What follows belongs to an exercise in optimizing a design on an open flow for small area and a short achievable clock period; a production flow would make more cautious choices. In this exercise RTL edits were held to simulation tests only and were not proved equivalent to the original. Power and IR drop assume default switching activity.

[flow/design.v]
module PID
# (parameter fast_sim=1)
(
input clk, rst_n, 
input vld, pwr_up, rider_off,
input logic signed [15:0] ptch,
input logic signed [15:0] ptch_rt,
output logic signed [11:0] PID_cntrl,
output logic [7:0] ss_tmr 
);
wire signed [9:0]  ptch_err_sat;
wire signed [12:0] differential_err;
wire signed [14:0] P_term;
wire signed [14:0] I_term;
wire signed [12:0] D_term;
wire signed [15:0] PID_sum;
reg signed [17:0] integrator;
wire signed [17:0] ptch_err_sat_extend;
wire signed [17:0] sum_integrator;
wire signed [17:0] integrator_in;
wire ov;
localparam P_COEFF = 5'h09;
assign ptch_err_sat = (!ptch[15] && |ptch[14:9]) ? 10'h1FF : 
                      (ptch[15] && !( &ptch[14:9])) ? 10'h200 : 
                        ptch[9:0];
assign P_term = ptch_err_sat*$signed(P_COEFF);
assign ptch_err_sat_extend = {{8{ptch_err_sat[9]}},ptch_err_sat[9:0]};
assign sum_integrator = ptch_err_sat_extend[17:0] + integrator[17:0];
assign ov = (integrator[17] ^ ptch_err_sat_extend[17]) ? 0 : integrator[17] ^ sum_integrator[17];
assign integrator_in = rider_off ? 18'h00000 : 
                       (vld & ~(ov)) ? sum_integrator : 
                       integrator;
always_ff @(posedge clk, negedge rst_n) begin
  if (!rst_n)
    integrator <= 18'h00000;
  else
    integrator <= integrator_in;
end
wire signed [14:0] I_term_fast_sim;
assign I_term_fast_sim = (!integrator[17] && |integrator[17:15]) ? 15'h3FFF :
                         (integrator[17] && !(&integrator[17:15])) ? 15'h4000 :
                         integrator[15:1];
generate
    if (fast_sim) begin : USE_FAST
        assign I_term = I_term_fast_sim;
    end else begin : USE_SLOW
        assign I_term = {{3{integrator[17]}}, integrator[17:6]};
    end
endgenerate
assign differential_err={{3{ptch_rt[15]}},ptch_rt[15:6]};
assign D_term = ~differential_err+1'b1;
assign PID_sum = {{1{P_term[14]}},P_term[14:0]} + 
                 {{1{I_term[14]}},I_term[14:0]} +
                 {{3{D_term[12]}},D_term[12:0]};
assign PID_cntrl = (!PID_sum[15] && |PID_sum[14:11]) ? 12'h7FF : 
                    (PID_sum[15] && !( &PID_sum[14:11])) ? 12'h800 : 
                    PID_sum[11:0]; 
reg [26:0] long_tmr;
logic [26:0] add_term;
generate if (fast_sim) begin :USE_FAST_ss
    assign add_term = 27'd256;
end
else begin: USE_SLOW_ss
    assign add_term = 27'd1;
end
endgenerate
always_ff @(posedge clk, negedge rst_n) begin
  if (!rst_n)
    long_tmr <= 27'h0000000;
  else 
    long_tmr <= ~(pwr_up) ? 27'h0000000 :
                &(long_tmr[26:19]) ? long_tmr [26:0] : 
                long_tmr + add_term;
end
assign ss_tmr = long_tmr[26:19];
endmodule
module SegwayMath(
    input logic signed [11:0] PID_cntrl,
    input logic [7:0] ss_tmr,
    input logic [11:0] steer_pot,
    input logic en_steer,
    input logic pwr_up,
    output logic signed [11:0] lft_spd,
    output logic signed [11:0] rght_spd,
    output logic too_fast
);
wire signed [19:0] PID_soft;
wire signed [11:0] PID_ss;
wire signed [12:0] PID_ss_extend;
wire signed [12:0] lft_torque;
wire signed [12:0] rght_torque;
wire [11:0] steer_pot_limit;
wire signed [11:0] steer_pot_sig;
wire signed [11:0] steering_input;
wire signed [12:0] steering_input_extend;
wire signed[12:0] lft_unit;
wire signed [12:0] rght_unit;
localparam MIN_DUTY = 13'h0A8;
localparam LOW_TORQUE_BAND = 7'h2A;
localparam GAIN_MULT = 4'h4;
assign PID_soft = PID_cntrl*($signed({1'b0,ss_tmr}));
assign PID_ss = PID_soft>>>8;
assign steer_pot_limit = (steer_pot > 12'hE00) ? 12'hE00 :
                         (steer_pot < 12'h200) ? 12'h200 :
                         steer_pot;
assign steer_pot_sig= $signed(steer_pot_limit)-$signed(12'h7FF);
assign steering_input= (steer_pot_sig>>>3) + (steer_pot_sig>>>4);  
assign steering_input_extend = {steering_input[11],steering_input};  
assign PID_ss_extend = {PID_ss[11],PID_ss[11:0]};  
assign lft_unit = PID_ss_extend + steering_input_extend ;
assign rght_unit = PID_ss_extend - steering_input_extend ;
assign lft_torque = en_steer ? lft_unit : PID_ss_extend;
assign rght_torque = en_steer ? rght_unit : PID_ss_extend;
wire signed [12:0] left_torque_comp;
wire signed [12:0] right_torque_comp;
wire [12:0] abs_torque_lft;
wire [12:0] abs_torque_rght;
wire signed [12:0] left_torque_inter;
wire signed [12:0] right_torque_inter;
wire signed [12:0] lft_shaped;
wire signed [12:0] rght_shaped;
assign left_torque_comp = lft_torque[12] ? lft_torque - MIN_DUTY : lft_torque + MIN_DUTY;
assign abs_torque_lft = lft_torque[12] ? -lft_torque : lft_torque;                                 
assign left_torque_inter = (abs_torque_lft > LOW_TORQUE_BAND) ? left_torque_comp : lft_torque * $signed(GAIN_MULT);
assign lft_shaped = pwr_up ? left_torque_inter : 13'h0000;
assign right_torque_comp = rght_torque[12] ? rght_torque - MIN_DUTY : rght_torque + MIN_DUTY;
assign abs_torque_rght = rght_torque[12] ? -rght_torque : rght_torque;                                 
assign right_torque_inter = (abs_torque_rght > LOW_TORQUE_BAND) ? right_torque_comp : rght_torque * $signed(GAIN_MULT);
assign rght_shaped = pwr_up ? right_torque_inter : 13'h0000;
assign lft_spd = (~lft_shaped[12] & lft_shaped[11]) ? 12'h7FF : 
                 (lft_shaped[12] & ~lft_shaped[11])  ? 12'h800 : 
                 lft_shaped[11:0];
assign rght_spd = (~rght_shaped[12] & rght_shaped[11]) ? 12'h7FF : 
                 (rght_shaped[12] & ~rght_shaped[11])  ? 12'h800 : 
                 rght_shaped[11:0];
assign too_fast = (lft_spd>$signed(12'd1536)) | (rght_spd>$signed(12'd1536));
endmodule
module balance_cntrl
# (parameter fast_sim=1)
(
input clk, rst_n, 
input vld, pwr_up, rider_off,
input logic signed [15:0] ptch,
input logic signed [15:0] ptch_rt,
input logic [11:0] steer_pot,
input logic en_steer,
output logic signed [11:0] lft_spd,
output logic signed [11:0] rght_spd,
output logic too_fast
);
logic signed [11:0] PID_cntrl;
logic [7:0] ss_tmr;
PID #(.fast_sim(fast_sim)) PID_balance ( .clk (clk), .rst_n(rst_n), .vld(vld), .pwr_up(pwr_up), .rider_off(rider_off),
           .ptch(ptch), .ptch_rt(ptch_rt), .PID_cntrl(PID_cntrl), .ss_tmr(ss_tmr) );
SegwayMath SegwayMath_balance ( .PID_cntrl(PID_cntrl), .ss_tmr(ss_tmr), .steer_pot(steer_pot), .en_steer(en_steer),
                  .pwr_up(pwr_up), .lft_spd(lft_spd), .rght_spd(rght_spd),.too_fast(too_fast));
endmodule
[flow/run.sh]
#!/bin/bash
# synth_recipe.tcl (not shown) runs the flow's synth.tcl, then flattens the netlist and writes it again
# the make line also repeats each setting of config.mk as NAME=value (left out here)
make -C /OpenROAD-flow-scripts/flow DESIGN_CONFIG=/design/flow/config.mk WORK_HOME=/design/flow/orfs CLKGATE_MAP_FILE= SYNTH_SCRIPT=/design/flow/synth_recipe.tcl finish
[flow/config.mk]
export PLATFORM = sky130hd
export DESIGN_NAME = balance_cntrl
export DESIGN_NICKNAME = balance_cntrl
export VERILOG_FILES = /design/flow/design.v
export SDC_FILE = /design/flow/constraint.sdc
export NUM_CORES = 4
export LEC_CHECK = 0
export CAP_MARGIN = 20
export CORE_MARGIN = 2
export CORE_UTILIZATION = 40
export SLEW_MARGIN = 20
[flow/constraint.sdc]
create_clock -name core_clock -period 35.0 [get_ports {clk}]
set_input_delay 7.0000 -clock core_clock [delete_from_list [all_inputs] [get_ports {clk}]]
set_output_delay 7.0000 -clock core_clock [all_outputs]
set_load 0.01 [all_outputs]
==> notes.md <==
[cells by family after synthesis]
family | after synthesis | synth area share [%]
fa+ha+maj | 250 | 32.3
compound gates | 378 | 20.7
simple gates | 542 | 21.9
flops | 37 | 7.65
mux | 27 | 2.34
xor+xnor | 93 | 6.80
buf+inv | 261 | 8.35
[cells in the final DEF, fill, tap and decap left out, drive strengths merged, types with 7 or more instances in the layout]
cell type,synthesis,routed
a211o,9,9
a211oi,20,20
a21boi,17,17
a21o,27,27
a21oi,114,114
a31oi,16,16
and2,58,58
and3,18,18
clkdlybuf4s50,0,66
dfrtp,37,37
fa,103,103
ha,147,147
inv,206,206
mux2,7,7
mux2i,20,20
nand2,146,146
nand2b,24,24
nand3,38,38
nand4,15,15
nor2,147,147
nor2b,21,21
nor3,37,37
nor4,10,10
o211ai,13,13
o21a,27,27
o21ai,79,79
o21bai,14,14
or3,8,8
xnor2,63,63
xor2,30,30
[cell type report]
| type | count | area share, % |
|---|---|---|
| Tap cell | 390 | 3.70 |
| Multi-Input combinational cell | 1290 | 77.2 |
| Sequential cell | 37 | 7.01 |
| Inverter | 207 | 5.89 |
| Clock inverter | 1 | 0.0379 |
| Clock buffer | 5 | 0.948 |
| Timing Repair Buffer | 71 | 5.25 |
[worst max path at each step]
stage | cells after the start | to | slack, ns | from
floorplan | 64 | lft_spd[5] | 7.47 | ptch_rt[9]
global placement | 61 | too_fast | 3.51 | ptch[15]
detailed placement | 61 | too_fast | 3.26 | ptch[15]
CTS | 61 | too_fast | 3.19 | ptch[15]
global route | 61 | too_fast | 1.54 | ptch[15]
finish | 61 | too_fast | 3.11 | ptch[15]
[power by group through the flow]
stage | registers (uW) | clock network (uW) | logic (uW)
global route | 54.1 | 44.6 | 489
global placement | 53.7 | 0 | 424
detailed placement | 53.9 | 0 | 429
CTS | 53.1 | 43.0 | 432
floorplan | 49.8 | 0 | 321
finish | 53.1 | 41.0 | 432
[routing by layer]
metal	wire length [um]	vias to the layer above	global-route usage, %
met5	0	-	0
met4	148	0	2.19
met3	1080	12	0.814
met1	15500	5109	29.5
li1	-	5448	-
met2	13400	204	31.8
[metrics by stage]
stage | cell area (um^2) | total power (uW) | instances
3_5_place_dp | 13100 | 483 | 1995
4_1_cts | 13200 | 528 | 2001
2_1_floorplan | 12100 | 371 | 1588
5_1_grt | 13200 | 588 | 2001
6_report | 13200 | 526 | 2001
3_3_place_gp | 13100 | 478 | 1995
[sequential cells by signal (all words and copies together), names as in the netlist]
register / flops
PID_balance.long_tmr: 19
PID_balance.integrator: 18
[critical path: cells and delay by family]
family | cells | cell delay, ns
compound gates | 27 | 7.38
fa+ha+maj | 12 | 5.13
simple gates | 12 | 2.71
buf+inv | 9 | 1.92
xor+xnor | 1 | 0.71
==> results.py <==
metrics = {
    "floorplanning": {
        "die_w_um": 178,
        "io_pins": 75,
        "rows": 63,
        "die_height_um": 178,
        "core_area_um2": 29700,
        "initial_utilization_pct": 40.7,
        "dieArea_um2": 31600,
    },
    "clock_tree": {
        "numCtsBuffers": 5,
        "holdBufCountCts": 0,
        "cts_setup_buffers": 0,
        "cts_tree": "done",
        "clkSinkCount": 37,
        "cts_resized": 0,
        "cts-root-buf": "clkbuf_16",
        "clk_latency_ns": 0.28,
        "cts_htree_levels": 2,
        "clock_tree.buffer_depth": 2,
        "clk_pin_slew_ns": 0.05,
    },
    "sta": {
        "setup_ws_ns": 3.11,
        "setup_violations": 0,
        "finClkSkew_ns": 0.00395,
        "max_clock_freq_mhz": 31.4,
        "rsz0062_at_grt": "no",
        "fin_crit_sh_pct": 91.1,
        "worst_pin_slew_ns": 1.04,
        "slew_headroom_pct": 29.0,
        "fin_crit_ns": 31.89,
        "setup_tns_ns": 0,
        "fin_hold_ws_ns": 0.535,
        "finalHoldViolations": 0,
        "maxSlewViolCount": 0,
    },
    "pwr": {
        "switching_power_uw": 296,
        "p_seq_share_pct": 10.1,
        "combPwrFrac_pct": 82.1,
        "peakVddDrop_mv": 0.0552,
        "switching_share_pct": 56.2,
        "pwr-share-clk_pct": 7.8,
        "p_int_uw": 230,
        "power_density_nw_per_um2": 39.8,
        "leakage_uw": 0.00639,
    },
    "final_layout": {
        "fillers": 2982,
        "final_nets": 1912,
        "syn2layout_area_growth_pct": 9.12,
        "fin_util_pct": 44.4,
        "drive_gt1_share_pct": 3.48,
        "diodes": 0,
        "multi_input_area_um2": 10200,
        "ff_latch_area_um2": 926,
    },
    "drt": {
        "vias": 10800,
        "wl_um": 30100,
        "ant_nets": 0,
        "wl_per_cell_um": 15.0,
        "drc": 0,
        "drtIter0Drc": 643,
        "drtPass1Iterations": 5,
        "avgViaCountPerCell": 5.38,
    },
    "flow_run": {
        "max_cap_violations": 0,
    },
    "critical_path": {
        "start_kind": "primary input",
        "timing.rr.end": "PID_balance.integrator[8]",
        "cpMaxStageDelayCell": "clkdlybuf4s50_1",
        "ff2ff_setup_slack_ns": 30.38,
        "end_kind": "output pin",
        "reg2reg_from": "PID_balance.integrator[1]",
        "worst_path_most_repeated_cell": "inv_1",
        "worstSetupPathType": "in2out",
        "critPathMaxFanout": 19,
        "worstPathRequired_ns": 28.00,
        "max_stage_delay_ns": 0.90,
        "reg2reg_depth": 18,
        "cp.arrival_ns": 24.89,
    },
    "global_routing": {
        "grt_pass1_vias": 10500,
        "antenna_found_initial": 0,
        "grt_max_degree": 47,
        "grt_usage_pct": 19.6,
        "overflow": 0,
        "grt_pass1_wl_um": 51000,
    },
    "yosys": {
        "ys_top_cells_by_area": "fa_1 (17%), ha_1 (15%), dfrtp_1 (7.7%)",
        "ys.warnings.count": 1,
        "synth_seq_cells": 37,
        "synth_top_area_share_pct": 17.0,
        "synth_top_cell_by_area": "fa_1",
        "seq_area_frac_synth_pct": 7.65,
        "synth_ff_type": "dfrtp_1",
        "synthDistinctLibCells": 88,
        "async_flop_share_pct": 100,
        "syn_area_per_cell_um2": 7.62,
        "synthCells": 1588,
        "netlist_area_um2": 12100,
        "syn_nets": 1888,
        "synth_most_common_cell": "inv_1",
        "synth_common_cells": "inv_1 (204), ha_1 (147), nand2_1 (145), nor2_1 (145), a21oi_1 (114)",
        "synth_edf_count": 0,
    },
    "hold_path": {
        "hp-class": "reg2reg",
        "hold_end": "PID_balance.integrator[0]",
        "hold_depth": 2,
        "holdCritStartpoint": "PID_balance.integrator[0]",
    },
    "place": {
        "routabilityCongestion": 0.868,
        "dp_hpwl_um": 24600,
        "portBuffers": 68,
        "post-place-ws_ns": 3.26,
    },
    "outcome": {
        "status": "finished clean",
    },
}

-- static timing again, ports no longer ideal --
In the flow no input, the clock included, has a driving cell. The finished layout below was timed again as built, in two steps.
Step 1 assumes that a clkbuf_16 drives the clock port and a buf_2 every other input.
Step 2 moves the port delays by t, midway between the first and last clock arrival at a register: inputs arrive t later, outputs are due t later. That takes back most of the time a late clock gives input paths.
a / b / c = ideal ports / drivers / drivers and shift; a / b = the first two.
t, ns: 0.308
setup WS [ns]: 3.113 / 3.089 / 3.089
worst register clock-pin slew, ns: 0.05 / 0.05
After both steps this run still meets setup and hold. For this run, drivers alone change the setup slack by -0.024 ns; drivers and shift together by -0.024 ns.
